Context: an optimization exercise on an open-source flow, tuned for small area, a short achievable clock period and few clock cycles per item. The choices shown serve that exercise and are no tape-out recipe. No functional check of the RTL was part of any run shown here. Power figures rest on the tool's default switching activity, not on a simulated workload.

==> design/flow/design.v <==
`timescale 100ps / 100ps
`default_nettype none
module BESDPB #(
    parameter DATA_FILE = "",
    parameter ADDRESS_BITWIDTH = 16,
    parameter DATA_BITWIDTH = 32,
    parameter COLUMN_BITWIDTH = 8,
    parameter COLUMN_COUNT = DATA_BITWIDTH / COLUMN_BITWIDTH
) (
    input wire clk,
    input wire [COLUMN_COUNT-1:0] write_enable,
    input wire [ADDRESS_BITWIDTH-1:0] address,
    output wire [DATA_BITWIDTH-1:0] data_out,
    input wire [DATA_BITWIDTH-1:0] data_in
);
  reg [DATA_BITWIDTH-1:0] data[2**ADDRESS_BITWIDTH-1:0];
  assign data_out = data[address];
  always @(posedge clk) begin
    for (int i = 0; i < COLUMN_COUNT; i++) begin
      if (write_enable[i]) begin
        data[address][(i+1)*COLUMN_BITWIDTH-1-:COLUMN_BITWIDTH] <= data_in[(i+1)*COLUMN_BITWIDTH-1-:COLUMN_BITWIDTH];
      end
    end
  end
endmodule
`default_nettype wire
`default_nettype none
module Cache (
    input wire clk,
    input wire rst_n,
    input wire enable,
    input wire [31:0] address,
    output reg [31:0] data_out,
    output reg data_out_ready,
    input wire [31:0] data_in,
    input wire [3:0] write_enable,
    output reg busy,
    output reg br_cmd,
    output reg br_cmd_en,
    output wire [20:0] br_addr,
    output wire [63:0] br_wr_data,
    output wire [7:0] br_data_mask,
    input wire [63:0] br_rd_data,
    input wire br_rd_data_valid
);
  localparam COMMAND_DELAY_INTERVAL = 4'd13;
  reg [63:0] s0, s1, s2, s3;   
  reg [1:0] pos;   
  reg [15:0] tag;   
  reg valid;   
  reg dirty;   
  reg fill;   
  reg ack;   
  reg [3:0] cmd_cnt;   
  wire [15:0] a_tag = address[20:5];
  wire [1:0] a_beat = address[4:3];
  wire is_wr = |write_enable;
  wire req = enable && !ack;
  wire tag_hit = valid && tag == a_tag;
  wire [1:0] next_s3 = pos + 2'd1;
  wire [1:0] next_in = pos + 2'd2;
  wire next_ok = !fill || br_rd_data_valid;
  wire last_beat = fill && br_rd_data_valid && pos == 2'd2;
  wire [63:0] ring_in = fill ? br_rd_data : s0;
  wire [63:0] s3_d;
  generate
    for (genvar b = 0; b < 8; b++) begin : merge
      wire sel = ack && write_enable[b%4] && (address[2] == (b / 4));
      assign s3_d[b*8+:8] = sel ? data_in[(b%4)*8+:8] : ring_in[b*8+:8];
    end
  endgenerate
  wire wb_go = req && !tag_hit && valid && dirty && !fill && cmd_cnt == 0 && pos == 2'd3;
  wire rd_go = req && !tag_hit && !(valid && dirty) && !fill && cmd_cnt == 0;
  always_ff @(posedge clk) begin
    s0 <= s1;
    s1 <= s2;
    s2 <= s3;
    s3 <= s3_d;
    data_out <= address[2] ? s3_d[63:32] : s3_d[31:0];
    br_cmd <= wb_go;
  end
  always_ff @(posedge clk) begin
    if (rd_go) tag <= a_tag;
    if (rd_go) pos <= 2'd3;
    else if (!fill || br_rd_data_valid) pos <= pos + 2'd1;
  end
  wire ack_d = req && (valid || fill) && tag == a_tag && next_ok &&
      (is_wr ? next_in : next_s3) == a_beat;
  always_ff @(posedge clk, negedge rst_n) begin
    if (!rst_n) begin
      valid <= 0;
      dirty <= 0;
      fill <= 0;
      ack <= 0;
      data_out_ready <= 0;
      busy <= 1;
      br_cmd_en <= 0;
      cmd_cnt <= 0;
    end else begin
      br_cmd_en <= wb_go || rd_go;
      if (wb_go || rd_go) cmd_cnt <= COMMAND_DELAY_INTERVAL;
      else if (cmd_cnt != 0) cmd_cnt <= cmd_cnt - 4'd1;
      if (wb_go) dirty <= 0;
      if (ack && is_wr) dirty <= 1;
      if (rd_go) begin
        valid <= 0;
        fill <= 1;
      end
      if (last_beat) begin
        fill <= 0;
        valid <= 1;
      end
      ack <= ack_d;
      data_out_ready <= ack_d;
      busy <= !ack_d;
    end
  end
  assign br_addr = {tag, 5'b0};
  assign br_wr_data = s3;
  assign br_data_mask = 8'b0;
endmodule
`default_nettype wire
==> design/flow/flow/run.sh <==
#!/bin/bash
# Standard layout, with plain buffers (instead of the default delay buffers) on the ports.
set -euo pipefail
export BUFFER_PORTS_ARGS="-buffer_cell sky130_fd_sc_hd__buf_1"
bash standard.sh finish > standard_flow.log 2>&1
==> design/flow/standard.sh <==
#!/bin/bash
# synth_recipe.tcl (not shown) runs the flow's synth.tcl, then flattens the netlist and writes it again
# the make line also repeats each setting of config.mk as NAME=value (left out here)
make -C /OpenROAD-flow-scripts/flow DESIGN_CONFIG=/design/flow/config.mk WORK_HOME=/design/flow/orfs CLKGATE_MAP_FILE= SYNTH_SCRIPT=/design/flow/synth_recipe.tcl "${@:-finish}"
==> design/flow/config.mk <==
export PLATFORM = sky130hd
export DESIGN_NAME = Cache
export DESIGN_NICKNAME = Cache
export VERILOG_FILES = /design/flow/design.v
export SDC_FILE = /design/flow/constraint.sdc
export NUM_CORES = 4
export LEC_CHECK = 0
export CAP_MARGIN = 20
export CORE_MARGIN = 2
export CORE_UTILIZATION = 40
export CTS_BUF_LIST = sky130_fd_sc_hd__clkbuf_8
export CTS_CLUSTER_SIZE = 30
export SLEW_MARGIN = 20
==> design/flow/constraint.sdc <==
create_clock -name core_clock -period 10.0 [get_ports {clk}]
set_input_delay 2.0000 -clock core_clock [delete_from_list [all_inputs] [get_ports {clk}]]
set_output_delay 2.0000 -clock core_clock [all_outputs]
set_load 0.01 [all_outputs]
==> results of run 1 <==
[worst paths after layout]
kind	from	to	slack (ps)
setup / recovery	address[2]	data_out[18]	6520
hold / removal	s1[59]	s0[59]	320
setup reg to reg	cmd_cnt[0]	tag[5]	7570
hold reg to reg	s1[59]	s0[59]	320
max in group asynchronous	rst_n	fill	8090
min in group asynchronous	rst_n	valid	1440
[layout make-up]
| type | count | area share [%] |
|---|---|---|
| Clock buffer | 64 | 7.880 |
| Clock inverter | 28 | 1.869 |
| Inverter | 6 | 0.2015 |
| Multi-Input combinational cell | 314 | 19.95 |
| Sequential cell | 317 | 58.70 |
| Tap cell | 280 | 3.134 |
| Timing Repair Buffer | 242 | 8.272 |
[cells by family (layout without fill, tap and decap cells)]
logic type	after synthesis	count (layout)	share of synthesized area (%)
AO/OA/AOI/OAI	82	82	5.366
adder cells (fa/ha/maj)	4	4	0.5575
XOR/XNOR	21	21	2.049
AND/OR/NAND/NOR	97	97	5.003
flip-flops	317	317	73.05
buffers and inverters	43	340	2.676
multiplexers	97	97	11.26
other	1	13	0.04177
[power by group through the flow]
stage / clock network (mW) / logic (mW) / registers, mW
2_1_floorplan: 0 / 0.451 / 2.21
3_3_place_gp: 0 / 0.805 / 2.17
3_5_place_dp: 0 / 0.809 / 2.18
4_1_cts: 1.17 / 0.813 / 2.17
5_1_grt: 1.22 / 0.886 / 2.23
6_report: 1.13 / 0.798 / 2.16
[cells in the final DEF (no fill, tap or decap), types with 8 or more instances in the layout]
cell                         n
sky130_fd_sc_hd__a21oi_1    66
sky130_fd_sc_hd__buf_1     237
sky130_fd_sc_hd__clkbuf_8   64
sky130_fd_sc_hd__clkinv_2    8
sky130_fd_sc_hd__conb_1     13
sky130_fd_sc_hd__dfrtp_1     8
sky130_fd_sc_hd__dfxtp_1   291
sky130_fd_sc_hd__edfxtp_1   16
sky130_fd_sc_hd__inv_1      20
sky130_fd_sc_hd__mux2_2     32
sky130_fd_sc_hd__mux2i_1    65
sky130_fd_sc_hd__nor2_1     65
sky130_fd_sc_hd__xnor2_1    19
[layer usage]
layer  wire, um  share of wire, %
met2       8663                47
met1       8223                44
met3       1292               7.0
met5          0                 0
met4        386               2.1
[stage by stage]
stage	util (%)	power, mW	hold WS (ps)
2_1_floorplan	-	2.656	309.6
3_3_place_gp	45.94	2.972	309.5
3_5_place_dp	45.94	2.993	312.1
4_1_cts	50.91	4.151	317.5
5_1_grt	50.91	4.336	325.8
6_report	50.91	4.090	319.7
[sequential cells by signal, summed over array words and instances (netlist names), 2 cells and up]
register	cells
cmd_cnt	4
data_out	32
pos	2
s0	64
s1	64
s2	64
s3	64
tag	16
==> flow_metrics.env, run 1 <==
export IMPL_clock_skew_ps=19.51
export IMPL_postCtsHoldBufs=0
export IMPL_number_of_global_route_vias_before_repair=5573
export IMPL_finish_instance_area_um2=11180
export IMPL_final_cell_count_no_fill=1251
export IMPL_routed_wire_per_std_cell_um=14.84
export IMPL_netlist_top_cells_count="291 x sky130_fd_sc_hd__dfxtp_1, 66 x sky130_fd_sc_hd__a21oi_1, 65 x sky130_fd_sc_hd__mux2i_1, 65 x sky130_fd_sc_hd__nor2_1, 32 x sky130_fd_sc_hd__mux2_2"
export IMPL_ctsHtreeMaxLevel=2
export IMPL_critical_path_cell_count=6
export IMPL_post_cts_repair_setup_buffers=0
export IMPL_storage_element_area_um2=6561
export IMPL_swShare_pct=28.05
export IMPL_setup_repair_after_global_routing_missed_its_margin="no"
export IMPL_outcome="complete, no violations"
export IMPL_cp_max_stage_cell="sky130_fd_sc_hd__nand3_1"
export IMPL_hold_path_class="register to register"
export IMPL_die_area_um2=23660
export IMPL_irDropWorstVdd_mv=0.1585
export IMPL_hold_path_cell_count=0
export IMPL_number_of_buffers_created_by_cts=50
export IMPL_worst_skew_pair_late_latency_ps=550
export IMPL_dr_first_iter_drc_count=147
export IMPL_number_of_max_cap_violations=0
export IMPL_fill_cells=1998
export IMPL_crit_path_max_fanout=40
export IMPL_critical_path_max_stage_delay_ps=660
export IMPL_dp_worst_setup_slack_ps=5938
export IMPL_final_critical_period_ps=3481
export IMPL_gp_congestion=0.7576
export IMPL_place_area_um2=10090
export IMPL_io_pins=265
export IMPL_synthesis_area_per_instance_um2=13.56
export IMPL_register_area_share_after_synthesis_pct=73.05
export IMPL_fmax_mhz=287.2
export IMPL_relSlewSlack_pct=36.95
export IMPL_global_route_usage_met3_pct=5.271
export IMPL_finalSetupViolCount=0
export IMPL_synthArstFlopShare_pct=3.155
export IMPL_via_count=5533
export IMPL_global_route_wire_length_before_repair_mm=28.91
export IMPL_grtUsageTotal_pct=15.49
export IMPL_synth_seq_cells=317
export IMPL_cts_tree="done"
export IMPL_areaGrowthSynthToFinish_pct=24.52
export IMPL_global_route_overflow_total=0
export IMPL_hold_viol_final=0
export IMPL_drcViolationCount=0
export IMPL_grt_max_degree=41
export IMPL_finalWorstSetupSlack_ps=6519
export IMPL_p_int_mw=2.943
export IMPL_synth_cell_area_um2=8977
export IMPL_drt_vias_per_instance=4.423
export IMPL_cp_cell_sequence="clkbuf_2, buf_4, nand3_1, nor2_1, a21oi_1, mux2_2"
export IMPL_start_kind="primary input"
export IMPL_final_min_period_over_clock_period_pct=34.81
export IMPL_synthDominantAreaCellType="sky130_fd_sc_hd__dfxtp_1"
export IMPL_finalSetupTns_ps=0
export IMPL_proportion_of_layout_cells_with_a_drive_suffix_above_1_pct=12.87
export IMPL_timing_critical_path_arrival_ps=3910
export IMPL_synth_warning_count=1
export IMPL_netlist_instances=662
export IMPL_wirelength_mm=18.57
export IMPL_worst_pin_slew_ps=937.0
export IMPL_ff2ff_path_depth=6
export IMPL_cp_buffers_inverters=2
export IMPL_grt_busiest_layer="met2"
export IMPL_clockRootBuffer="sky130_fd_sc_hd__clkbuf_8"
export IMPL_synth_cell_types=41
export IMPL_power_combinational_fraction_pct=19.5
export IMPL_crit_type="primary input to register"
export IMPL_final_net_count=1071
export IMPL_use_met2_pct=25.48
export IMPL_numPortBuffers=238
export IMPL_fraction_of_post_synthesis_cell_area_in_the_top_cell_type_by_area_pct=64.89
export IMPL_commonest_register_cell_after_synthesis="sky130_fd_sc_hd__dfxtp_1"
export IMPL_fraction_of_power_consumed_by_sequential_logic_pct=52.8
export IMPL_core_area_um2=21960
export IMPL_resized_gates_after_cts=0
export IMPL_chipWidth_um=153.8
export IMPL_yosysMostFrequentCell="sky130_fd_sc_hd__dfxtp_1"
export IMPL_cp_end_kind="register"
export IMPL_antennaDiodeCount=0
export IMPL_place_hpwl_mm=12.69
export IMPL_share_of_total_power_in_the_clock_network_pct=27.7
export IMPL_cts_path_max_buffers=3
export IMPL_start_util_pct=40.88
export IMPL_multiInputGateArea_um2=2230
export IMPL_clock_pin_slew_of_the_registers_on_the_worst_case_setup_and_hold_paths_ps=60
export IMPL_power_net_switching_mw=1.147
export IMPL_floorplan_row_count=54
export IMPL_critPathTopFamily="simple AND/OR/NAND/NOR gates"
export IMPL_dp_cells=1159
export IMPL_post_synth_main_area_contributors="sky130_fd_sc_hd__dfxtp_1 65%, sky130_fd_sc_hd__mux2i_1 7.2%, sky130_fd_sc_hd__edfxtp_1 5.4%, sky130_fd_sc_hd__mux2_2 4.0%, sky130_fd_sc_hd__a21oi_1 3.7%"
export IMPL_drt_antenna_violating_nets=0
export IMPL_powerDensity_nw_per_um2=365.9
export IMPL_synth_enable_flop_cells=16
export IMPL_clock_sink_count=317
export IMPL_dieHeight_um=153.8
export IMPL_power_leakage_nw=4.615
export IMPL_final_max_slew_violation_count=0
export IMPL_critical_path_required_ps=10430
export IMPL_antenna_found_initial=0
export IMPL_groute_layer_met1_usage_pct=18.97
export IMPL_first_pass_iters=4
==> run 2: changes to the inputs <==
==> design/flow/flow/run.sh (replaced) <==
#!/bin/bash
# Standard layout, with plain buffers (instead of the default delay buffers) on the ports
# and the given repair targets.
set -euo pipefail
export BUFFER_PORTS_ARGS="-buffer_cell sky130_fd_sc_hd__buf_1"
bash standard.sh SETUP_SLACK_MARGIN=7 finish > standard_flow.log 2>&1
--- a/design/flow/config.mk
+++ b/design/flow/config.mk
@@ -8,6 +8,4 @@
 export CAP_MARGIN = 20
 export CORE_MARGIN = 2
 export CORE_UTILIZATION = 40
-export CTS_BUF_LIST = sky130_fd_sc_hd__clkbuf_8
-export CTS_CLUSTER_SIZE = 30
 export SLEW_MARGIN = 20
==> run 2 against run 1 <==
Effect of this change:
- combinational power up 38%
- register-to-register slack hardly changed
- global-route usage rose by 0.57 points
- wire length grew 5.1%
- synthesized area did not move
- first-iteration DRC count is 7.5% higher
- count of clock-buffer cells in the layout fell by 20
- still clean
- largest cell class unchanged
- maximum frequency grew 10%
- cell count is 0.40% lower
- clock power rose by 4%
- critical path type is now register to output port
- sequential share of layout area decreased by 4.6 points
- via count grew 0.96%
==> flow_metrics.env, run 2 <==
export IMPL_fraction_of_power_consumed_by_sequential_logic_pct=49.4
export IMPL_crit_type="register to output port"
export IMPL_start_kind="register"
export IMPL_floorplan_row_count=54
export IMPL_share_of_total_power_in_the_clock_network_pct=26.2
export IMPL_timing_rr_start="cmd_cnt[1]"
export IMPL_hold_viol_final=0
export IMPL_ctsHtreeMaxLevel=1
export IMPL_power_leakage_nw=5.216
export IMPL_number_of_buffers_created_by_cts=31
export IMPL_drt_vias_per_instance=4.483
export IMPL_fraction_of_post_synthesis_cell_area_in_the_top_cell_type_by_area_pct=64.89
export IMPL_finalSetupTns_ps=0
export IMPL_gp_congestion=0.7875
export IMPL_worst_pin_slew_ps=817.0
export IMPL_report_power_total_mw=4.513
export IMPL_dieHeight_um=153.8
export IMPL_via_count=5586
export IMPL_synthesis_area_per_instance_um2=13.56
export IMPL_grtUsageTotal_pct=16.06
export IMPL_post_synth_main_area_contributors="sky130_fd_sc_hd__dfxtp_1 65%, sky130_fd_sc_hd__mux2i_1 7.2%, sky130_fd_sc_hd__edfxtp_1 5.4%, sky130_fd_sc_hd__mux2_2 4.0%, sky130_fd_sc_hd__a21oi_1 3.7%"
export IMPL_cp_cell_sequence="buf_6"
export IMPL_min_to="s0[52]"
export IMPL_number_of_max_cap_violations=0
export IMPL_cp_max_stage_cell="sky130_fd_sc_hd__dfstp_2"
export IMPL_hold_ws_ps=311.3
export IMPL_p_int_mw=3.330
export IMPL_cp_end_kind="output port"
export IMPL_finalWorstSetupSlack_ps=6840
export IMPL_clock_sink_count=317
export IMPL_areaGrowthSynthToFinish_pct=37.20
export IMPL_synth_warning_count=1
export IMPL_critical_path_max_stage_delay_ps=530
export IMPL_global_route_wire_length_before_repair_mm=30.18
export IMPL_die_area_um2=23660
export IMPL_routed_wire_per_std_cell_um=15.66
export IMPL_power_combinational_fraction_pct=24.4
export IMPL_worst_r2r_endpoint="tag[9]"
export IMPL_irDropWorstVdd_mv=0.1888
export IMPL_netlist_top_cells_count="291 x sky130_fd_sc_hd__dfxtp_1, 66 x sky130_fd_sc_hd__a21oi_1, 65 x sky130_fd_sc_hd__mux2i_1, 65 x sky130_fd_sc_hd__nor2_1, 32 x sky130_fd_sc_hd__mux2_2"
export IMPL_ff2ff_path_depth=6
export IMPL_hold_path_class="register to register"
export IMPL_hold_path_startpoint="s1[52]"
export IMPL_final_min_period_over_clock_period_pct=31.60
export IMPL_proportion_of_layout_cells_with_a_drive_suffix_above_1_pct=34.16
export IMPL_commonest_register_cell_after_synthesis="sky130_fd_sc_hd__dfxtp_1"
export IMPL_dr_first_iter_drc_count=158
export IMPL_clock_skew_ps=22.62
export IMPL_synth_enable_flop_cells=16
export IMPL_critical_path_cell_count=1
export IMPL_synth_seq_cells=317
export IMPL_register_area_share_after_synthesis_pct=73.05
export IMPL_start_util_pct=40.88
export IMPL_synth_cell_types=41
export IMPL_first_pass_iters=6
export IMPL_io_pins=265
export IMPL_cts_path_max_buffers=3
export IMPL_finalSetupViolCount=0
export IMPL_final_net_count=1083
export IMPL_utilization_pct=56.09
export IMPL_relSlewSlack_pct=45.54
export IMPL_drt_antenna_violating_nets=0
export IMPL_final_max_slew_violation_count=0
export IMPL_synthDominantAreaCellType="sky130_fd_sc_hd__dfxtp_1"
export IMPL_r2r_setup_slack_ps=7580
export IMPL_critical_path_required_ps=8000
export IMPL_power_net_switching_mw=1.182
export IMPL_worst_skew_pair_late_latency_ps=550
export IMPL_setup_repair_after_global_routing_missed_its_margin="yes"
export IMPL_fmax_mhz=316.4
export IMPL_mostFrequentLayoutCells="208 x sky130_fd_sc_hd__dfxtp_1, 124 x sky130_fd_sc_hd__buf_1, 87 x sky130_fd_sc_hd__buf_6, 83 x sky130_fd_sc_hd__dfxtp_2, 66 x sky130_fd_sc_hd__a21oi_1"
export IMPL_place_hpwl_mm=13.01
export IMPL_synthArstFlopShare_pct=3.155
export IMPL_powerDensity_nw_per_um2=366.4
export IMPL_wirelength_mm=19.51
export IMPL_dp_worst_setup_slack_ps=5920
export IMPL_grt_max_degree=44
export IMPL_fill_cells=1781
export IMPL_critPathTopFamily="flip-flops"
export IMPL_cp_buffers_inverters=1
export IMPL_antenna_found_initial=0
export IMPL_netlist_instances=662
export IMPL_layout_commonest_cell="sky130_fd_sc_hd__dfxtp_1"
export IMPL_swShare_pct=26.20
export IMPL_number_of_global_route_vias_before_repair=5613
export IMPL_yosysMostFrequentCell="sky130_fd_sc_hd__dfxtp_1"
export IMPL_antennaDiodeCount=0
export IMPL_core_area_um2=21960
export IMPL_clockRootBuffer="sky130_fd_sc_hd__clkbuf_16"
export IMPL_hold_path_cell_count=0
export IMPL_clock_pin_slew_of_the_registers_on_the_worst_case_setup_and_hold_paths_ps=60
export IMPL_timing_critical_path_arrival_ps=1160
export IMPL_crit_path_max_fanout=1
export IMPL_final_critical_period_ps=3160
export IMPL_postCtsHoldBufs=0
export IMPL_outcome="complete, no violations"
export IMPL_global_route_overflow_total=0
export IMPL_cts_tree="done"
export IMPL_numPortBuffers=238
export IMPL_synth_cell_area_um2=8977
export IMPL_drcViolationCount=0
export IMPL_chipWidth_um=153.8
run 2: what timing repair did:
item | in CTS | in global routing
pin swaps | 2 | 0
endpoints found under the setup margin | 239 | 118
resized for setup | 242 | 61
buffers inserted | 27 | 6
run 2: power by group through the flow:
stage          clock, mW  combinational [mW]  sequential (mW)
2_1_floorplan          0               0.453             2.20
3_3_place_gp           0               0.816             2.16
3_5_place_dp           0               0.821             2.18
4_1_cts             1.21                1.06             2.22
5_1_grt             1.27                1.19             2.30
6_report            1.18                1.10             2.23
run 2: kinds of logic after synthesis:
| kind of cell | Yosys count | share of synthesized area [%] |
|---|---|---|
| muxes | 97 | 11.26 |
| xor gates and xnor gates | 21 | 2.049 |
| buffers and inverters | 43 | 2.676 |
| other | 1 | 0.04177 |
| AOI/OAI and AO/OA | 82 | 5.366 |
| adders and majority gates | 4 | 0.5575 |
| DFF | 317 | 73.05 |
| and+or+nand+nor | 97 | 5.003 |
run 2: layout make-up:
class	instances	area, um^2	share of cell area [%]
clock buffers	44	895.9	7.273
clock inverters	12	168.9	1.371
inverters	6	22.52	0.1829
multi-input cells	314	2312	18.77
flip-flops and latches	317	6666	54.12
well taps	280	350.3	2.844
repair buffers	273	1901	15.43
run 2: per-layer routing:
layer | GRT usage, % | up-vias | wire length [um]
li1 | - | 2785 | -
met3 | 5.017 | 35 | 1525
met1 | 20.71 | 2581 | 8703
met4 | 5.296 | 0 | 439
met2 | 25.80 | 185 | 8845
met5 | 0 | - | 0
run 2: through the flow:
step                area (um^2)  cells
floorplan                  9087    674
global route              12320   1246
global placement          10110   1157
finish                    12320   1246
CTS                       12070   1240
detailed placement        10110   1157
run 2: how the worst max path moves through the flow:
| stage | from | end | slack, ps |
|---|---|---|---|
| global route | busy | busy | 6790 |
| detailed placement | address[2] | data_out[17] | 5920 |
| CTS | busy | busy | 6820 |
| global placement | address[2] | data_out[17] | 5920 |
| floorplan | enable | tag[0] | 6620 |
| finish | busy | busy | 6840 |
==> run 3: changes to the inputs <==
--- a/design/flow/config.mk
+++ b/design/flow/config.mk
@@ -5,6 +5,7 @@
 export SDC_FILE = /design/flow/constraint.sdc
 export NUM_CORES = 4
 export LEC_CHECK = 0
+export ABC_CLOCK_PERIOD_IN_PS = 2500
 export CAP_MARGIN = 20
 export CORE_MARGIN = 2
 export CORE_UTILIZATION = 40
==> run 3 against run 2 <==
Effect of this change:
- wire length unchanged
- still clean on timing, DRC and antenna
- largest power group unchanged
- worst setup slack unchanged
- combinational power about the same
- total power unchanged
- first-iteration DRC count unchanged
==> flow_metrics.env, run 3 <==
export IMPL_outcome="complete, no violations"
export IMPL_synth_seq_cells=317
export IMPL_hold_ws_ps=311.3
export IMPL_cp_buffers_inverters=1
export IMPL_mostFrequentLayoutCells="208 x sky130_fd_sc_hd__dfxtp_1, 124 x sky130_fd_sc_hd__buf_1, 87 x sky130_fd_sc_hd__buf_6, 83 x sky130_fd_sc_hd__dfxtp_2, 66 x sky130_fd_sc_hd__a21oi_1"
export IMPL_xor_and_xnor_area_share_after_synthesis_pct=2.049
export IMPL_cp_cell_sequence="buf_6"
export IMPL_number_of_global_route_vias_before_repair=5613
export IMPL_die_area_um2=23660
export IMPL_synth_cell_area_um2=8977
export IMPL_clock_pin_slew_of_the_registers_on_the_worst_case_setup_and_hold_paths_ps=60
export IMPL_dominant_combinational_cell_family_by_area_after_synthesis="multiplexers"
export IMPL_gp_congestion=0.7875
export IMPL_io_pins=265
export IMPL_drt_vias_per_instance=4.483
export IMPL_start_util_pct=40.88
export IMPL_clock_skew_ps=22.62
export IMPL_muxShareOfSynthArea_pct=11.26
export IMPL_drt_antenna_violating_nets=0
export IMPL_hold_viol_final=0
export IMPL_fraction_of_post_synthesis_cell_area_in_the_top_cell_type_by_area_pct=64.89
export IMPL_worst_pin_slew_ps=817.0
export IMPL_cts_path_max_buffers=3
export IMPL_grt_max_degree=44
export IMPL_final_min_period_over_clock_period_pct=31.60
export IMPL_proportion_of_layout_cells_with_a_drive_suffix_above_1_pct=34.16
export IMPL_dr_first_iter_drc_count=158
export IMPL_antenna_found_initial=0
export IMPL_final_critical_period_ps=3160
export IMPL_irDropWorstVdd_mv=0.1888
export IMPL_synthArstFlopShare_pct=3.155
export IMPL_hold_path_class="register to register"
export IMPL_dp_worst_setup_slack_ps=5920
export IMPL_wirelength_mm=19.51
export IMPL_synthesis_area_per_instance_um2=13.56
export IMPL_floorplan_row_count=54
export IMPL_first_pass_iters=6
export IMPL_post_synth_main_area_contributors="sky130_fd_sc_hd__dfxtp_1 65%, sky130_fd_sc_hd__mux2i_1 7.2%, sky130_fd_sc_hd__edfxtp_1 5.4%, sky130_fd_sc_hd__mux2_2 4.0%, sky130_fd_sc_hd__a21oi_1 3.7%"
export IMPL_grtUsageTotal_pct=16.06
export IMPL_routed_wire_per_std_cell_um=15.66
export IMPL_number_of_buffers_created_by_cts=31
export IMPL_power_leakage_nw=5.216
export IMPL_post_synth_and_or_nand_nor_area_fraction_pct=5.003
export IMPL_chipWidth_um=153.8
export IMPL_synth_warning_count=1
export IMPL_yosysMostFrequentCell="sky130_fd_sc_hd__dfxtp_1"
export IMPL_global_route_wire_length_before_repair_mm=30.18
export IMPL_powerDensity_nw_per_um2=366.4
export IMPL_finalSetupViolCount=0
export IMPL_final_max_slew_violation_count=0
export IMPL_commonest_register_cell_after_synthesis="sky130_fd_sc_hd__dfxtp_1"
export IMPL_critical_path_required_ps=8000
export IMPL_synth_compound_area_share_pct=5.366
export IMPL_synth_cell_types=41
export IMPL_dieHeight_um=153.8
export IMPL_start_kind="register"
export IMPL_via_count=5586
export IMPL_cp_max_stage_cell="sky130_fd_sc_hd__dfstp_2"
export IMPL_place_hpwl_mm=13.01
export IMPL_synth_enable_flop_cells=16
export IMPL_antennaDiodeCount=0
export IMPL_number_of_max_cap_violations=0
export IMPL_finalWorstSetupSlack_ps=6840
export IMPL_report_power_total_mw=4.513
export IMPL_netlist_instances=662
export IMPL_core_area_um2=21960
export IMPL_critical_path_max_stage_delay_ps=530
export IMPL_critPathTopFamily="flip-flops"
export IMPL_register_area_share_after_synthesis_pct=73.05
export IMPL_relSlewSlack_pct=45.54
export IMPL_global_route_overflow_total=0
export IMPL_worst_skew_pair_late_latency_ps=550
export IMPL_finalSetupTns_ps=0
export IMPL_postCtsHoldBufs=0
export IMPL_fmax_mhz=316.4
export IMPL_setup_repair_after_global_routing_missed_its_margin="yes"
export IMPL_netlist_top_cells_count="291 x sky130_fd_sc_hd__dfxtp_1, 66 x sky130_fd_sc_hd__a21oi_1, 65 x sky130_fd_sc_hd__mux2i_1, 65 x sky130_fd_sc_hd__nor2_1, 32 x sky130_fd_sc_hd__mux2_2"
export IMPL_clock_sink_count=317
export IMPL_synthAdderAreaFrac_pct=0.5575
export IMPL_clockRootBuffer="sky130_fd_sc_hd__clkbuf_16"
export IMPL_cts_tree="done"
export IMPL_crit_type="register to output port"
export IMPL_numPortBuffers=238
export IMPL_timing_critical_path_arrival_ps=1160
export IMPL_final_net_count=1083
export IMPL_layout_commonest_cell="sky130_fd_sc_hd__dfxtp_1"
export IMPL_cp_end_kind="output port"
export IMPL_crit_path_max_fanout=1
export IMPL_areaGrowthSynthToFinish_pct=37.20
export IMPL_synthDominantAreaCellType="sky130_fd_sc_hd__dfxtp_1"
export IMPL_drcViolationCount=0
export IMPL_ctsHtreeMaxLevel=1
## run 3: cell counts after synthesis
No cell type changed its count.
## run 3: final timing paths
check	startpoint	to	slack [ps]	cells after the start
worst max-delay path	busy	busy	6840	1
worst min-delay path	s1[52]	s0[52]	310	0
worst max register to register	cmd_cnt[1]	tag[9]	7580	6
worst min register to register	s1[52]	s0[52]	310	0
max in group asynchronous	rst_n	fill	8110	1
min in group asynchronous	rst_n	fill	1440	1
## run 3: kinds of logic after synthesis
logic type      Yosys count
other cells               1
xor+xnor                 21
simple gates             97
flops                   317
mux                      97
fa+ha+maj                 4
buf+inv                  43
compound gates           82
## run 3: power breakdown
group / internal, mW / switching (mW)
logic: 0.638 / 0.462
clock network: 0.724 / 0.459
registers: 1.97 / 0.262
total: 3.33 / 1.18
## run 3: through the flow
step / utilization [%] / area (um^2) / instances
6_report: 56.09 / 12320 / 1246
5_1_grt: 56.09 / 12320 / 1246
4_1_cts: 54.96 / 12070 / 1240
3_5_place_dp: 46.02 / 10110 / 1157
3_3_place_gp: 46.02 / 10110 / 1157
2_1_floorplan: - / 9087 / 674
## run 3: worst reg2reg max path, stage by stage (launching register included)
cell and delay (ps):
sky130_fd_sc_hd__dfrtp_1 400, sky130_fd_sc_hd__inv_1 90, sky130_fd_sc_hd__ha_1 180, sky130_fd_sc_hd__or3b_4 420
sky130_fd_sc_hd__or3_1 520, sky130_fd_sc_hd__o31ai_4 300, sky130_fd_sc_hd__buf_4 210
## run 3: what timing repair did
item                                    in CTS  in global routing
cloned                                       0                  0
endpoints found under the setup margin     239                118
setup buffers                               27                  6
pin swaps                                    2                  0
hold endpoints to repair                     0                  0
gates resized for setup                    242                 61
## run 3: per-layer routing
layer | track usage [%] | wire length (um) | vias up
met3 | 5.017 | 1525 | 35
met1 | 20.71 | 8703 | 2581
met2 | 25.80 | 8845 | 185
met4 | 5.296 | 439 | 0
li1 | - | - | 2785
met5 | 0 | 0 | -
## run 3: cell type report
cell class	count	area, um^2
clock inverters	12	168.9
flip-flops and latches	317	6666
inverters	6	22.52
fillers	1781	9642
multi-input cells	314	2312
well taps	280	350.3
clock buffers	44	895.9
repair buffers	273	1901
==> run 4: changes to the inputs <==
==> design/flow/flow/run.sh (replaced) <==
#!/bin/bash
# Standard layout, with plain buffers (instead of the default delay buffers) on the ports
# and the given repair targets.
set -euo pipefail
export BUFFER_PORTS_ARGS="-buffer_cell sky130_fd_sc_hd__buf_1"
bash standard.sh SETUP_SLACK_MARGIN=7.5 finish > standard_flow.log 2>&1
--- a/design/flow/config.mk
+++ b/design/flow/config.mk
@@ -5,7 +5,6 @@
 export SDC_FILE = /design/flow/constraint.sdc
 export NUM_CORES = 4
 export LEC_CHECK = 0
-export ABC_CLOCK_PERIOD_IN_PS = 2500
 export CAP_MARGIN = 20
 export CORE_MARGIN = 2
 export CORE_UTILIZATION = 40
==> run 4 against run 3 <==
Effect of this change:
- still clean
- via count up 6.6%
- register-to-register slack improved by 40 ps
- synthesized cell count unchanged
- total power rose by 5.2%
- worst setup slack better by 50 ps
- count of clock-buffer cells in the layout is 8 higher
- critical path depth stayed put
- first-iteration DRC count is 27% higher
- sequential share of layout area shrank 6.3 points
- critical path type unchanged
- critical endpoint unchanged
- largest cell class unchanged
- highest routed layer unchanged
==> flow_metrics.env, run 4 <==
export IMPL_worst_pin_slew_ps=995.9
export IMPL_via_count=5955
export IMPL_routed_wire_per_std_cell_um=17.52
export IMPL_use_met2_pct=30.97
export IMPL_cp_cell_sequence="buf_6"
export IMPL_number_of_global_route_vias_before_repair=6186
export IMPL_global_route_wire_length_before_repair_mm=33.83
export IMPL_timing_rr_start="cmd_cnt[0]"
export IMPL_postCtsHoldBufs=0
export IMPL_cts_path_max_buffers=3
export IMPL_layout_commonest_cell="sky130_fd_sc_hd__dfxtp_1"
export IMPL_final_net_count=1130
export IMPL_grtUsageTotal_pct=18.29
export IMPL_synthArstFlopShare_pct=3.155
export IMPL_crit_path_max_fanout=1
export IMPL_worst_skew_pair_late_latency_ps=500
export IMPL_utilization_pct=63.47
export IMPL_powerDensity_nw_per_um2=340.5
export IMPL_core_area_um2=21960
export IMPL_hold_viol_final=0
export IMPL_yosysMostFrequentCell="sky130_fd_sc_hd__dfxtp_1"
export IMPL_synth_cell_area_um2=8977
export IMPL_clock_skew_ps=8.858
export IMPL_start_kind="register"
export IMPL_drt_antenna_violating_nets=0
export IMPL_storage_element_area_um2=6661
export IMPL_finalSetupTns_ps=0
export IMPL_synth_seq_cells=317
export IMPL_synth_warning_count=1
export IMPL_dieHeight_um=153.8
export IMPL_number_of_buffers_created_by_cts=34
export IMPL_final_max_slew_violation_count=0
export IMPL_global_route_overflow_total=0
export IMPL_clockRootBuffer="sky130_fd_sc_hd__clkbuf_16"
export IMPL_critical_path_required_ps=8000
export IMPL_hold_path_cell_count=0
export IMPL_number_of_max_cap_violations=0
export IMPL_final_critical_period_ps=3110
export IMPL_ff2ff_path_depth=7
export IMPL_netlist_top_cells_count="291 x sky130_fd_sc_hd__dfxtp_1, 66 x sky130_fd_sc_hd__a21oi_1, 65 x sky130_fd_sc_hd__mux2i_1, 65 x sky130_fd_sc_hd__nor2_1, 32 x sky130_fd_sc_hd__mux2_2"
export IMPL_proportion_of_layout_cells_with_a_drive_suffix_above_1_pct=48.82
export IMPL_dr_first_iter_drc_count=200
export IMPL_chipWidth_um=153.8
export IMPL_relSlewSlack_pct=33.61
export IMPL_timing_critical_path_arrival_ps=1110
export IMPL_synth_enable_flop_cells=16
export IMPL_ctsHtreeMaxLevel=2
export IMPL_hold_path_class="register to register"
export IMPL_synth_cell_types=41
export IMPL_multiInputGateArea_um2=3174
export IMPL_cp_end_kind="output port"
export IMPL_finalSetupViolCount=0
export IMPL_gp_congestion=0.7624
export IMPL_irDropWorstVdd_mv=0.2141
export IMPL_fill_cells=1642
export IMPL_drt_vias_per_instance=4.598
export IMPL_io_pins=265
export IMPL_netlist_instances=662
export IMPL_groute_layer_met1_usage_pct=22.69
export IMPL_numPortBuffers=238
export IMPL_wirelength_mm=22.68
export IMPL_critPathTopFamily="flip-flops"
export IMPL_die_area_um2=23660
export IMPL_commonest_register_cell_after_synthesis="sky130_fd_sc_hd__dfxtp_1"
export IMPL_min_to="s1[10]"
export IMPL_first_pass_iters=4
export IMPL_fmax_mhz=321.5
export IMPL_crit_type="register to output port"
export IMPL_worst_r2r_endpoint="tag[14]"
export IMPL_register_area_share_after_synthesis_pct=73.05
export IMPL_start_util_pct=40.88
export IMPL_place_hpwl_mm=12.70
export IMPL_power_leakage_nw=5.802
export IMPL_cp_max_stage_cell="sky130_fd_sc_hd__dfstp_2"
export IMPL_synthesis_area_per_instance_um2=13.56
export IMPL_fraction_of_post_synthesis_cell_area_in_the_top_cell_type_by_area_pct=64.89
export IMPL_r2r_setup_slack_ps=7620
export IMPL_critical_path_cell_count=1
export IMPL_post_synth_main_area_contributors="sky130_fd_sc_hd__dfxtp_1 65%, sky130_fd_sc_hd__mux2i_1 7.2%, sky130_fd_sc_hd__edfxtp_1 5.4%, sky130_fd_sc_hd__mux2_2 4.0%, sky130_fd_sc_hd__a21oi_1 3.7%"
export IMPL_grt_max_degree=53
export IMPL_hold_path_startpoint="s2[10]"
export IMPL_grt_busiest_layer="met2"
export IMPL_antenna_found_initial=1
export IMPL_final_min_period_over_clock_period_pct=31.10
export IMPL_drcViolationCount=0
export IMPL_cts_tree="done"
export IMPL_synthDominantAreaCellType="sky130_fd_sc_hd__dfxtp_1"
export IMPL_areaGrowthSynthToFinish_pct=55.25
export IMPL_setup_repair_after_global_routing_missed_its_margin="yes"
export IMPL_clock_sink_count=317
export IMPL_outcome="complete, no violations"
export IMPL_global_route_usage_met3_pct=5.130
export IMPL_floorplan_row_count=54
export IMPL_clock_pin_slew_of_the_registers_on_the_worst_case_setup_and_hold_paths_ps=60
export IMPL_critical_path_max_stage_delay_ps=520
export IMPL_cp_buffers_inverters=1
export IMPL_mostFrequentLayoutCells="212 x sky130_fd_sc_hd__dfxtp_1, 111 x sky130_fd_sc_hd__buf_6, 106 x sky130_fd_sc_hd__buf_1, 79 x sky130_fd_sc_hd__dfxtp_2, 65 x sky130_fd_sc_hd__mux2i_1"
## run 4: worst max-delay path by stage
stage                          start      endpoint  slack (ps)
after global placement    address[2]  data_out[21]        5770
after detailed placement  address[2]  data_out[23]        5810
after global routing            busy          busy        6860
after floorplan               enable        tag[0]        6620
final                           busy          busy        6890
after CTS                       busy          busy        6870
## run 4: cells by family (layout without fill, tap and decap cells)
family                     count (synthesis)  in the layout  synth area share [%]
DFF                                      317            317                 73.05
muxes                                     97             97                 11.26
and+or+nand+nor                           97             98                 5.003
AOI/OAI and AO/OA                         82             82                 5.366
buffers and inverters                     43            382                 2.676
xor gates and xnor gates                  21             21                 2.049
adders and majority gates                  4              4                0.5575
other                                      1             14               0.04177
## run 4: final cells by class
class | instances | share of cell area [%]
diodes | 1 | 0.01795
clock buffers | 52 | 7.173
inverters | 6 | 0.1616
clock inverters | 8 | 0.6464
repair buffers | 316 | 18.92
well taps | 280 | 2.514
flip-flops and latches | 317 | 47.80
multi-input cells | 315 | 22.78
## run 4: timing repair
item,in CTS,in global routing
pin swaps,36,7
setup buffers,52,16
endpoints found under the setup margin,241,222
resized for setup,389,134
gates cloned,7,2
## run 4: where the power goes
part	internal (mW)	leakage (nW)	switching, mW
combinational	0.768	2.55	0.556
sequential	1.97	2.72	0.253
clock	0.720	0.530	0.481
total	3.46	5.80	1.29
## run 4: routing by layer
metal / up-vias / share of wire [%]
met5: - / 0
met4: 0 / 2.3
met3: 37 / 6.4
met2: 197 / 49
met1: 2831 / 42
li1: 2890 / -
## run 4: per-stage QoR
step / area, um^2 / hold slack, ps / total power [mW] / setup slack (ps) / cells
final: 13940 / 321.6 / 4.745 / 6890 / 1295
after global routing: 13940 / 328.7 / 4.984 / 6857 / 1295
after CTS: 13210 / 322.1 / 4.655 / 6865 / 1276
after detailed placement: 10200 / 312.1 / 3.028 / 5813 / 1157
after global placement: 10200 / 309.6 / 3.002 / 5772 / 1157
after floorplan: 9251 / 309.6 / 2.687 / 6616 / 674
==> run 5: changes to the inputs <==
--- a/design/flow/design.v
+++ b/design/flow/design.v
@@ -51,6 +51,7 @@
   reg dirty;   
   reg fill;   
   reg ack;   
+  reg [7:0] wsel;   
   reg [3:0] cmd_cnt;   
   wire [15:0] a_tag = address[20:5];
   wire [1:0] a_beat = address[4:3];
@@ -65,8 +66,7 @@
   wire [63:0] s3_d;
   generate
     for (genvar b = 0; b < 8; b++) begin : merge
-      wire sel = ack && write_enable[b%4] && (address[2] == (b / 4));
-      assign s3_d[b*8+:8] = sel ? data_in[(b%4)*8+:8] : ring_in[b*8+:8];
+      assign s3_d[b*8+:8] = wsel[b] ? data_in[(b%4)*8+:8] : ring_in[b*8+:8];
     end
   endgenerate
   wire wb_go = req && !tag_hit && valid && dirty && !fill && cmd_cnt == 0 && pos == 2'd3;
@@ -76,7 +76,7 @@
     s1 <= s2;
     s2 <= s3;
     s3 <= s3_d;
-    data_out <= address[2] ? s3_d[63:32] : s3_d[31:0];
+    data_out <= address[2] ? ring_in[63:32] : ring_in[31:0];
     br_cmd <= wb_go;
   end
   always_ff @(posedge clk) begin
@@ -92,6 +92,7 @@
       dirty <= 0;
       fill <= 0;
       ack <= 0;
+      wsel <= 0;
       data_out_ready <= 0;
       busy <= 1;
       br_cmd_en <= 0;
@@ -111,8 +112,9 @@
         valid <= 1;
       end
       ack <= ack_d;
-      data_out_ready <= ack_d;
-      busy <= !ack_d;
+      data_out_ready <= ack_d && !is_wr;
+      busy <= !(ack_d && is_wr);
+      for (int b = 0; b < 8; b++) wsel[b] <= ack_d && write_enable[b%4] && (address[2] == (b / 4));
     end
   end
   assign br_addr = {tag, 5'b0};
==> design/flow/flow/run.sh (replaced) <==
#!/bin/bash
# Standard layout, with plain buffers (instead of the default delay buffers) on the ports
# and the given repair targets.
set -euo pipefail
export BUFFER_PORTS_ARGS="-buffer_cell sky130_fd_sc_hd__buf_1"
bash standard.sh  finish > standard_flow.log 2>&1
==> run 5 against run 4 <==
Effect of this change:
- still clean on timing, DRC and antenna
- first-iteration DRC count rose by 63%
- sequential share of layout area rose by 9.6 points
- synthesized cell count rose by 3.3%
- worst hold slack improved by 0.81 ps
- combinational power fell by 38%
- worst setup slack got worse by 270 ps
- count of clock-buffer cells in the layout fell by 9
- highest routed layer unchanged
==> flow_metrics.env, run 5 <==
export IMPL_grtUsageTotal_pct=14.67
export IMPL_commonest_register_cell_after_synthesis="sky130_fd_sc_hd__dfxtp_1"
export IMPL_critical_path_max_stage_delay_ps=570
export IMPL_storage_element_area_um2=6787
export IMPL_finalSetupViolCount=0
export IMPL_dieHeight_um=158.7
export IMPL_via_count=5760
export IMPL_p_int_mw=3.108
export IMPL_clock_sink_count=326
export IMPL_netlist_instances=684
export IMPL_cts_tree="done"
export IMPL_drt_vias_per_instance=4.525
export IMPL_final_min_period_over_clock_period_pct=33.81
export IMPL_synthesis_area_per_instance_um2=14.00
export IMPL_synth_seq_cells=326
export IMPL_setup_repair_after_global_routing_missed_its_margin="no"
export IMPL_cts_path_max_buffers=3
export IMPL_fill_cells=2119
export IMPL_timing_critical_path_arrival_ps=3850
export IMPL_cp_cell_sequence="buf_1, or4_4, or3_1, a211o_1, or3b_1"
export IMPL_power_net_switching_mw=1.156
export IMPL_clock_skew_ps=21.32
export IMPL_finalSetupTns_ps=0
export IMPL_dp_worst_setup_slack_ps=6052
export IMPL_synth_enable_flop_cells=16
export IMPL_areaGrowthSynthToFinish_pct=23.38
export IMPL_fraction_of_power_consumed_by_sequential_logic_pct=52.4
export IMPL_drt_antenna_violating_nets=0
export IMPL_relSlewSlack_pct=30.41
export IMPL_antenna_found_initial=0
export IMPL_register_area_share_after_synthesis_pct=70.83
export IMPL_swShare_pct=27.12
export IMPL_global_route_overflow_total=0
export IMPL_post_synth_main_area_contributors="sky130_fd_sc_hd__dfxtp_1 61%, sky130_fd_sc_hd__mux4_2 7.5%, sky130_fd_sc_hd__mux2i_1 6.8%, sky130_fd_sc_hd__edfxtp_1 5.0%, sky130_fd_sc_hd__dfrtp_1 4.7%"
export IMPL_hold_path_class="register to register"
export IMPL_cp_max_stage_cell="sky130_fd_sc_hd__or4_4"
export IMPL_synth_cell_area_um2=9575
export IMPL_grt_max_degree=61
export IMPL_critical_path_required_ps=10470
export IMPL_chipWidth_um=158.7
export IMPL_floorplan_row_count=56
export IMPL_cp_buffers_inverters=1
export IMPL_yosysMostFrequentCell="sky130_fd_sc_hd__dfxtp_1"
export IMPL_synthArstFlopShare_pct=5.828
export IMPL_numPortBuffers=238
export IMPL_netlist_top_cells_count="291 x sky130_fd_sc_hd__dfxtp_1, 66 x sky130_fd_sc_hd__nand2_1, 66 x sky130_fd_sc_hd__o21ai_0"
export IMPL_post_cts_repair_setup_buffers=0
export IMPL_final_net_count=1070
export IMPL_hold_viol_final=0
export IMPL_global_route_wire_length_before_repair_mm=29.90
export IMPL_number_of_max_cap_violations=0
export IMPL_fraction_of_post_synthesis_cell_area_in_the_top_cell_type_by_area_pct=60.84
export IMPL_crit_type="primary input to register"
export IMPL_power_leakage_nw=4.603
export IMPL_worst_pin_slew_ps=1044
export IMPL_routed_wire_per_std_cell_um=14.85
export IMPL_synth_cell_types=40
export IMPL_clockRootBuffer="sky130_fd_sc_hd__clkbuf_16"
export IMPL_synth_warning_count=1
export IMPL_number_of_global_route_vias_before_repair=5533
export IMPL_finalWorstSetupSlack_ps=6619
export IMPL_wirelength_mm=18.90
export IMPL_core_area_um2=23470
export IMPL_multiInputGateArea_um2=2575
export IMPL_number_of_buffers_created_by_cts=31
export IMPL_outcome="complete, no violations"
export IMPL_final_critical_period_ps=3381
export IMPL_antennaDiodeCount=0
export IMPL_io_pins=265
export IMPL_resized_gates_after_cts=0
export IMPL_final_max_slew_violation_count=0
export IMPL_start_util_pct=40.79
export IMPL_powerDensity_nw_per_um2=361.0
export IMPL_gp_congestion=0.7744
export IMPL_power_combinational_fraction_pct=19.3
export IMPL_start_kind="primary input"
export IMPL_mostFrequentLayoutCells="291 x sky130_fd_sc_hd__dfxtp_1, 237 x sky130_fd_sc_hd__buf_1, 66 x sky130_fd_sc_hd__o21ai_0, 66 x sky130_fd_sc_hd__nand2_1, 65 x sky130_fd_sc_hd__mux2i_1"
export IMPL_die_area_um2=25190
export IMPL_fmax_mhz=295.8
export IMPL_critPathTopFamily="simple AND/OR/NAND/NOR gates"
export IMPL_irDropWorstVdd_mv=0.1571
export IMPL_synthDominantAreaCellType="sky130_fd_sc_hd__dfxtp_1"
export IMPL_cp_end_kind="register"
export IMPL_proportion_of_layout_cells_with_a_drive_suffix_above_1_pct=9.958
export IMPL_first_pass_iters=4
export IMPL_share_of_total_power_in_the_clock_network_pct=28.3
export IMPL_place_hpwl_mm=12.93
export IMPL_clock_pin_slew_of_the_registers_on_the_worst_case_setup_and_hold_paths_ps=70
export IMPL_layout_commonest_cell="sky130_fd_sc_hd__dfxtp_1"
export IMPL_postCtsHoldBufs=0
export IMPL_dr_first_iter_drc_count=325
export IMPL_worst_skew_pair_late_latency_ps=550
export IMPL_crit_path_max_fanout=11
export IMPL_drcViolationCount=0
export IMPL_ctsHtreeMaxLevel=1
[run 5: cell count changes in the layout (fill, tap and decap cells not counted), moves of 63 or more]
cell and delta:
sky130_fd_sc_hd__nand2_1 +63, sky130_fd_sc_hd__o21ai_0 +65, sky130_fd_sc_hd__dfxtp_1 +79, sky130_fd_sc_hd__dfxtp_2 -79, sky130_fd_sc_hd__buf_1 +131, sky130_fd_sc_hd__buf_6 -111
[run 5: stage by stage]
| step | instances | hold WS, ps | instance area [um^2] | total power [mW] | utilization, % |
|---|---|---|---|---|---|
| final | 1273 | 322.4 | 11810 | 4.265 | 50.33 |
| after global routing | 1273 | 327.8 | 11810 | 4.512 | 50.33 |
| after detailed placement | 1216 | 312.1 | 10730 | 3.100 | 45.73 |
| after CTS | 1273 | 323.8 | 11810 | 4.319 | 50.33 |
| after global placement | 1216 | 309.5 | 10730 | 3.074 | 45.73 |
| after floorplan | 696 | 309.6 | 9620 | 2.762 | - |
[run 5: metal layers]
metal | GRT usage [%] | up-vias | part of all wire [%]
li1 | - | 2845 | -
met3 | 3.213 | 43 | 6.0
met4 | 5.004 | 0 | 2.9
met1 | 20.54 | 2686 | 47
met2 | 22.55 | 186 | 44
met5 | 0 | - | 0
[run 5: cells by family (layout without fill, tap and decap cells)]
family                     Yosys count  after routing  synth area share (%)
AOI/OAI and AO/OA                   83             83                 4.822
xor gates and xnor gates            21             21                 1.921
adders and majority gates            4              4                0.5227
buffers and inverters               53            311                 2.796
DFF                                326            326                 70.84
muxes                               97             97                 14.32
other                                1             13               0.03916
and+or+nand+nor                     99             99                 4.743
[run 5: worst paths after layout]
| kind | startpoint | end | slack [ps] | cells past startpoint |
|---|---|---|---|---|
| worst max-delay path | write_enable[1] | busy | 6620 | 5 |
| worst min-delay path | s1[50] | s0[50] | 320 | 0 |
| worst max register to register | fill | data_out[1] | 7370 | 2 |
| worst min register to register | s1[50] | s0[50] | 320 | 0 |
| max in group asynchronous | rst_n | busy | 8340 | 2 |
| min in group asynchronous | rst_n | ack | 1390 | 2 |
[run 5: power groups by stage]
stage | Sequential, mW | Combinational, mW | Clock, mW
2_1_floorplan | 2.26 | 0.498 | 0
3_3_place_gp | 2.24 | 0.831 | 0
3_5_place_dp | 2.26 | 0.839 | 0
4_1_cts | 2.24 | 0.842 | 1.24
5_1_grt | 2.31 | 0.908 | 1.29
6_report | 2.23 | 0.824 | 1.21
[run 5: final cells by class]
cell class,instances,share of cell area [%]
clock buffer,43,7.636
multi-input combinational,317,21.80
tap,319,3.379
inverter,11,0.3495
timing repair buffer,243,7.890
sequential,326,57.45
clock inverter,14,1.504
==> run 6: changes to the inputs <==
--- a/design/flow/config.mk
+++ b/design/flow/config.mk
@@ -8,4 +8,6 @@
 export CAP_MARGIN = 20
 export CORE_MARGIN = 2
 export CORE_UTILIZATION = 40
+export CTS_CLUSTER_DIAMETER = 60
+export CTS_CLUSTER_SIZE = 30
 export SLEW_MARGIN = 20
==> run 6 against run 5 <==
Effect of this change:
- still clean on timing, DRC and antenna
- register-to-register slack about the same
- synthesized area unchanged
- die area unchanged
- utilization decreased by 1.5 points
- first-iteration DRC count increased by 14%
- maximum frequency decreased by 0.50%
- worst hold slack got worse by 7.3 ps
- via count decreased by 1.1%
- non-clock buffer count unchanged
==> flow_metrics.env, run 6 <==
export IMPL_outcome="complete, no violations"
export IMPL_ctsHtreeMaxLevel=1
export IMPL_drt_vias_per_instance=4.546
export IMPL_register_area_share_after_synthesis_pct=70.83
export IMPL_dieHeight_um=158.7
export IMPL_hold_viol_final=0
export IMPL_via_count=5696
export IMPL_dp_cells=1216
export IMPL_resized_gates_after_cts=0
export IMPL_relSlewSlack_pct=30.97
export IMPL_timing_critical_path_arrival_ps=3850
export IMPL_final_cell_count_no_fill=1253
export IMPL_cp_max_stage_cell="sky130_fd_sc_hd__or4_4"
export IMPL_netlist_top_cells_count="291 x sky130_fd_sc_hd__dfxtp_1, 66 x sky130_fd_sc_hd__nand2_1, 66 x sky130_fd_sc_hd__o21ai_0"
export IMPL_clock_skew_ps=15.31
export IMPL_report_power_total_mw=3.964
export IMPL_synthArstFlopShare_pct=5.828
export IMPL_cp_end_kind="register"
export IMPL_finalWorstSetupSlack_ps=6602
export IMPL_synth_cell_types=40
export IMPL_numPortBuffers=238
export IMPL_start_util_pct=40.79
export IMPL_final_critical_period_ps=3398
export IMPL_postCtsHoldBufs=0
export IMPL_gp_congestion=0.7744
export IMPL_finalSetupTns_ps=0
export IMPL_post_cts_repair_setup_buffers=0
export IMPL_critPathTopFamily="simple AND/OR/NAND/NOR gates"
export IMPL_die_area_um2=25190
export IMPL_worst_pin_slew_ps=1035
export IMPL_hold_path_class="register to register"
export IMPL_antenna_found_initial=0
export IMPL_irDropWorstVdd_mv=0.1900
export IMPL_first_pass_iters=4
export IMPL_crit_path_max_fanout=11
export IMPL_setup_repair_after_global_routing_missed_its_margin="no"
export IMPL_place_area_um2=10730
export IMPL_layout_commonest_cell="sky130_fd_sc_hd__dfxtp_1"
export IMPL_finish_instance_area_um2=11460
export IMPL_global_route_overflow_total=0
export IMPL_netlist_instances=684
export IMPL_synth_cell_area_um2=9575
export IMPL_final_min_period_over_clock_period_pct=33.98
export IMPL_synth_warning_count=1
export IMPL_clockRootBuffer="sky130_fd_sc_hd__clkbuf_16"
export IMPL_fill_cells=2145
export IMPL_global_route_wire_length_before_repair_mm=29.48
export IMPL_finalSetupViolCount=0
export IMPL_drcViolationCount=0
export IMPL_floorplan_row_count=56
export IMPL_cts_tree="done"
export IMPL_start_kind="primary input"
export IMPL_synth_seq_cells=326
export IMPL_clock_pin_slew_of_the_registers_on_the_worst_case_setup_and_hold_paths_ps=100
export IMPL_fraction_of_post_synthesis_cell_area_in_the_top_cell_type_by_area_pct=60.84
export IMPL_critical_path_required_ps=10450
export IMPL_r2r_setup_slack_ps=7380
export IMPL_post_synth_main_area_contributors="sky130_fd_sc_hd__dfxtp_1 61%, sky130_fd_sc_hd__mux4_2 7.5%, sky130_fd_sc_hd__mux2i_1 6.8%, sky130_fd_sc_hd__edfxtp_1 5.0%, sky130_fd_sc_hd__dfrtp_1 4.7%"
export IMPL_commonest_register_cell_after_synthesis="sky130_fd_sc_hd__dfxtp_1"
export IMPL_final_net_count=1060
export IMPL_wirelength_mm=18.72
export IMPL_dr_first_iter_drc_count=371
export IMPL_core_area_um2=23470
export IMPL_grtUsageTotal_pct=14.54
export IMPL_power_leakage_nw=4.412
export IMPL_antennaDiodeCount=0
export IMPL_final_max_slew_violation_count=0
export IMPL_number_of_buffers_created_by_cts=21
export IMPL_cp_buffers_inverters=1
export IMPL_number_of_max_cap_violations=0
export IMPL_synth_enable_flop_cells=16
export IMPL_grt_max_degree=61
export IMPL_powerDensity_nw_per_um2=346.0
export IMPL_clock_sink_count=326
export IMPL_mostFrequentLayoutCells="291 x sky130_fd_sc_hd__dfxtp_1, 237 x sky130_fd_sc_hd__buf_1, 66 x sky130_fd_sc_hd__o21ai_0, 66 x sky130_fd_sc_hd__nand2_1, 65 x sky130_fd_sc_hd__mux2i_1"
export IMPL_yosysMostFrequentCell="sky130_fd_sc_hd__dfxtp_1"
export IMPL_areaGrowthSynthToFinish_pct=19.65
export IMPL_io_pins=265
export IMPL_crit_type="primary input to register"
export IMPL_synthesis_area_per_instance_um2=14.00
export IMPL_drt_antenna_violating_nets=0
export IMPL_routed_wire_per_std_cell_um=14.94
export IMPL_worst_skew_pair_late_latency_ps=520
export IMPL_number_of_global_route_vias_before_repair=5412
export IMPL_proportion_of_layout_cells_with_a_drive_suffix_above_1_pct=8.565
export IMPL_dp_worst_setup_slack_ps=6052
export IMPL_cts_path_max_buffers=3
export IMPL_cp_cell_sequence="buf_1, or4_4, or3_1, a211o_1, or3b_1"
export IMPL_chipWidth_um=158.7
export IMPL_place_hpwl_mm=12.93
export IMPL_critical_path_max_stage_delay_ps=570
export IMPL_synthDominantAreaCellType="sky130_fd_sc_hd__dfxtp_1"
export IMPL_fmax_mhz=294.3
run 6: cell counts after synthesis:
No cell type changed its count.
run 6: worst paths after layout:
check / cells after the start / to / start
setup / recovery: 5 / busy / write_enable[1]
hold / removal: 0 / s1[4] / s2[4]
setup reg to reg: 2 / data_out[1] / fill
hold reg to reg: 0 / s1[4] / s2[4]
max in group asynchronous: 2 / busy / rst_n
min in group asynchronous: 2 / data_out_ready / rst_n
run 6: power breakdown:
part	total (mW)	switching (mW)	internal (mW)	leakage [nW]
clock network	0.909	0.483	0.427	0.349
registers	2.23	0.268	1.96	2.85
logic	0.825	0.413	0.411	1.22
run 6: final cells by class:
class	count	area [um^2]	share of cell area [%]
clock buffer	22	539.3	4.707
clock inverter	15	183.9	1.605
inverter	11	41.29	0.3604
multi-input combinational	317	2575	22.47
sequential	326	6787	59.23
tap	319	399.1	3.484
timing repair buffer	243	932.1	8.136
run 6: per-stage QoR:
| stage | util, % | hold slack (ps) |
|---|---|---|
| 2_1_floorplan | - | 309.6 |
| 3_3_place_gp | 45.73 | 309.5 |
| 3_5_place_dp | 45.73 | 312.1 |
| 4_1_cts | 48.81 | 321.9 |
| 5_1_grt | 48.81 | 327.9 |
| 6_report | 48.81 | 315.1 |
run 6: kinds of logic after synthesis:
kind of cell | share of synthesized area, %
buffers and inverters | 2.796
multiplexers | 14.32
other | 0.03916
AO/OA/AOI/OAI | 4.822
flip-flops | 70.84
XOR/XNOR | 1.921
adder cells (fa/ha/maj) | 0.5227
AND/OR/NAND/NOR | 4.743
run 6: routing by layer:
metal / share of wire [%] / GRT usage, % / up-vias
met2: 44 / 22.17 / 170
met1: 48 / 20.62 / 2658
li1: - / - / 2835
met5: 0 / 0 / -
met4: 3.2 / 4.796 / 0
met3: 5.3 / 3.109 / 33
==> run 7: changes to the inputs <==
--- a/design/flow/config.mk
+++ b/design/flow/config.mk
@@ -7,7 +7,5 @@
 export LEC_CHECK = 0
 export CAP_MARGIN = 20
 export CORE_MARGIN = 2
-export CORE_UTILIZATION = 40
-export CTS_CLUSTER_DIAMETER = 60
-export CTS_CLUSTER_SIZE = 30
+export CORE_UTILIZATION = 60
 export SLEW_MARGIN = 20
==> run 7 against run 6 <==
Effect of this change:
- cell area increased by 2.0%
- die area decreased by 33%
- critical path depth unchanged
- combinational power decreased by 0.6%
- synthesized cell count unchanged
- largest power group unchanged
- still clean on timing, DRC and antenna
- sequential share of layout area decreased by 1.1 points
- highest routed layer unchanged
==> flow_metrics.env, run 7 <==
export IMPL_resized_gates_after_cts=0
export IMPL_worst_pin_slew_ps=944.2
export IMPL_timing_critical_path_arrival_ps=3840
export IMPL_synth_cell_types=40
export IMPL_final_max_slew_violation_count=0
export IMPL_commonest_register_cell_after_synthesis="sky130_fd_sc_hd__dfxtp_1"
export IMPL_worst_skew_pair_late_latency_ps=540
export IMPL_core_area_um2=15710
export IMPL_routed_wire_per_std_cell_um=16.46
export IMPL_grt_max_degree=56
export IMPL_cp_end_kind="register"
export IMPL_proportion_of_layout_cells_with_a_drive_suffix_above_1_pct=10.17
export IMPL_crit_path_max_fanout=11
export IMPL_netlist_top_cells_count="291 x sky130_fd_sc_hd__dfxtp_1, 66 x sky130_fd_sc_hd__nand2_1, 66 x sky130_fd_sc_hd__o21ai_0"
export IMPL_number_of_global_route_vias_before_repair=5891
export IMPL_finalSetupViolCount=0
export IMPL_chipWidth_um=130.3
export IMPL_cts_tree="done"
export IMPL_dr_first_iter_drc_count=311
export IMPL_antenna_found_initial=0
export IMPL_start_kind="primary input"
export IMPL_drt_vias_per_instance=5.053
export IMPL_post_cts_repair_setup_buffers=0
export IMPL_synth_seq_cells=326
export IMPL_io_pins=265
export IMPL_netlist_instances=684
export IMPL_dieHeight_um=130.3
export IMPL_global_route_overflow_total=0
export IMPL_critical_path_required_ps=10460
export IMPL_powerDensity_nw_per_um2=366.1
export IMPL_critPathTopFamily="simple AND/OR/NAND/NOR gates"
export IMPL_register_area_share_after_synthesis_pct=70.83
export IMPL_synthesis_area_per_instance_um2=14.00
export IMPL_irDropWorstVdd_mv=0.2367
export IMPL_timing_rr_start="fill"
export IMPL_areaGrowthSynthToFinish_pct=21.99
export IMPL_layout_commonest_cell="sky130_fd_sc_hd__dfxtp_1"
export IMPL_first_pass_iters=4
export IMPL_setup_repair_after_global_routing_missed_its_margin="no"
export IMPL_clockRootBuffer="sky130_fd_sc_hd__clkbuf_16"
export IMPL_clock_skew_ps=13.14
export IMPL_grtUsageTotal_pct=22.28
export IMPL_mostFrequentLayoutCells="291 x sky130_fd_sc_hd__dfxtp_1, 236 x sky130_fd_sc_hd__buf_1, 66 x sky130_fd_sc_hd__o21ai_0, 66 x sky130_fd_sc_hd__nand2_1, 65 x sky130_fd_sc_hd__mux2i_1"
export IMPL_synthArstFlopShare_pct=5.828
export IMPL_cp_max_stage_cell="sky130_fd_sc_hd__or4_4"
export IMPL_synth_cell_area_um2=9575
export IMPL_fill_cells=1122
export IMPL_worst_r2r_endpoint="data_out[0]"
export IMPL_hold_viol_final=0
export IMPL_clock_pin_slew_of_the_registers_on_the_worst_case_setup_and_hold_paths_ps=60
export IMPL_cp_buffers_inverters=1
export IMPL_critical_path_max_stage_delay_ps=580
export IMPL_number_of_max_cap_violations=0
export IMPL_fraction_of_post_synthesis_cell_area_in_the_top_cell_type_by_area_pct=60.84
export IMPL_via_count=5912
export IMPL_floorplan_row_count=46
export IMPL_synth_enable_flop_cells=16
export IMPL_place_hpwl_mm=13.03
export IMPL_clock_sink_count=326
export IMPL_cp_cell_sequence="buf_1, or4_4, or3_1, a211o_1, or3b_1"
export IMPL_start_util_pct=60.94
export IMPL_drt_antenna_violating_nets=0
export IMPL_relSlewSlack_pct=37.06
export IMPL_ff2ff_path_depth=2
export IMPL_final_net_count=1069
export IMPL_power_leakage_nw=4.588
export IMPL_fmax_mhz=296.1
export IMPL_r2r_setup_slack_ps=7410
export IMPL_die_area_um2=16990
export IMPL_min_to="s1[22]"
export IMPL_global_route_wire_length_before_repair_mm=29.55
export IMPL_critical_path_startpoint="write_enable[1]"
export IMPL_final_critical_period_ps=3377
export IMPL_antennaDiodeCount=0
export IMPL_hold_path_cell_count=0
export IMPL_gp_congestion=0.7646
export IMPL_outcome="complete, no violations"
export IMPL_dp_worst_setup_slack_ps=6080
export IMPL_finalSetupTns_ps=0
export IMPL_final_min_period_over_clock_period_pct=33.77
export IMPL_finalWorstSetupSlack_ps=6623
export IMPL_numPortBuffers=238
export IMPL_synthDominantAreaCellType="sky130_fd_sc_hd__dfxtp_1"
export IMPL_postCtsHoldBufs=0
export IMPL_crit_type="primary input to register"
export IMPL_wirelength_mm=19.25
export IMPL_post_synth_main_area_contributors="sky130_fd_sc_hd__dfxtp_1 61%, sky130_fd_sc_hd__mux4_2 7.5%, sky130_fd_sc_hd__mux2i_1 6.8%, sky130_fd_sc_hd__edfxtp_1 5.0%, sky130_fd_sc_hd__dfrtp_1 4.7%"
export IMPL_number_of_buffers_created_by_cts=31
export IMPL_cts_path_max_buffers=3
export IMPL_hold_path_startpoint="s2[22]"
export IMPL_yosysMostFrequentCell="sky130_fd_sc_hd__dfxtp_1"
export IMPL_hold_path_class="register to register"
export IMPL_synth_warning_count=1
export IMPL_ctsHtreeMaxLevel=1
export IMPL_drcViolationCount=0
run 7: cell counts after synthesis:
No cell type changed its count.
run 7: power breakdown:
group | switching [mW] | total, mW | internal (mW)
Sequential | 0.296 | 2.26 | 1.97
Combinational | 0.409 | 0.820 | 0.410
Clock | 0.478 | 1.19 | 0.716
run 7: cell type report:
type,instances,area [um^2],area share (%)
Sequential cell,326,6787,58.10
Multi-Input combinational cell,317,2575,22.04
Timing Repair Buffer,242,925.9,7.926
Clock buffer,42,909.6,7.787
Tap cell,216,270.3,2.314
Clock inverter,16,172.7,1.478
Inverter,11,41.29,0.3535
run 7: worst register-to-register path: stages, from the launching register on:
cell and delay [ps]:
sky130_fd_sc_hd__dfrtp_4 1040, sky130_fd_sc_hd__buf_4 780, sky130_fd_sc_hd__mux4_2 650
run 7: cells by family (layout without fill, tap and decap cells):
family                   after synthesis  after routing  share of synthesized area [%]
flip-flops                           326            326                          70.84
AND/OR/NAND/NOR                       99             99                          4.743
multiplexers                          97             97                          14.32
AO/OA/AOI/OAI                         83             83                          4.822
buffers and inverters                 53            311                          2.796
XOR/XNOR                              21             21                          1.921
adder cells (fa/ha/maj)                4              4                         0.5227
other                                  1             13                        0.03916
run 7: per-layer routing:
layer  share of wire, %  track usage [%]  vias up
li1                   -                -     2847
met1                 41            28.40     2842
met5                  0                0        -
met3                7.5            5.617       30
met4                2.0            5.945        0
met2                 50            38.28      193
run 7: through the flow:
stage                     hold WS, ps  std cells  cell area, um^2  power [mW]  utilization (%)
after CTS                       322.1       1170            11680       4.320            74.34
final                           321.3       1170            11680       4.277            74.34
after floorplan                 309.6        696             9620       2.762                -
after global placement          309.6       1112            10600       3.043            67.45
after detailed placement        312.1       1112            10600       3.106            67.45
after global routing            328.5       1170            11680       4.505            74.34
run 7: worst max-delay path by stage:
| stage | endpoint | slack [ps] | cells past startpoint |
|---|---|---|---|
| 2_1_floorplan | tag[0] | 5790 | 4 |
| 3_3_place_gp | busy | 6090 | 5 |
| 3_5_place_dp | busy | 6080 | 5 |
| 4_1_cts | busy | 6650 | 5 |
| 5_1_grt | busy | 6570 | 5 |
| 6_report | busy | 6620 | 5 |

what the ideal ports hide:
Ports are ideal in the flow. The routed layouts listed here were re-timed in OpenROAD. Step 1 sets driving cells, clkbuf_16 on the clock port and buf_2 on the other inputs (assumed; they add their load-dependent delay and slew). Step 2, shift: input delay + t, output delay - t, t = (earliest + latest rising clock arrival at the registers) / 2. This alone moves slack from input paths to output paths. Slacks: no drivers / after step 1 / after step 2; pairs: no drivers / after step 1.
| run | t (ns) | setup WS [ns] | hold slack, ns |
|---|---|---|---|
| run 1 | 0.579 | 6.519 / 6.537 / 5.959 | 0.320 / 0.320 / 0.320 |
| run 2 | 0.581 | 6.840 / 6.795 / 6.488 | 0.311 / 0.311 / 0.311 |
| run 3 | 0.581 | 6.840 / 6.795 / 6.488 | 0.311 / 0.311 / 0.311 |
| run 4 | 0.538 | 6.890 / 6.845 / 6.519 | 0.322 / 0.322 / 0.322 |
| run 5 | 0.584 | 6.619 / 6.640 / 6.056 | 0.322 / 0.322 / 0.322 |
| run 6 | 0.557 | 6.602 / 6.624 / 6.066 | 0.315 / 0.315 / 0.315 |
| run 7 | 0.579 | 6.623 / 6.645 / 6.067 | 0.321 / 0.321 / 0.321 |
After both steps every run listed still meets setup and hold. The setup slack of run 5, which loses most, moves by +0.021 ns with the drivers and by -0.563 ns with both steps.
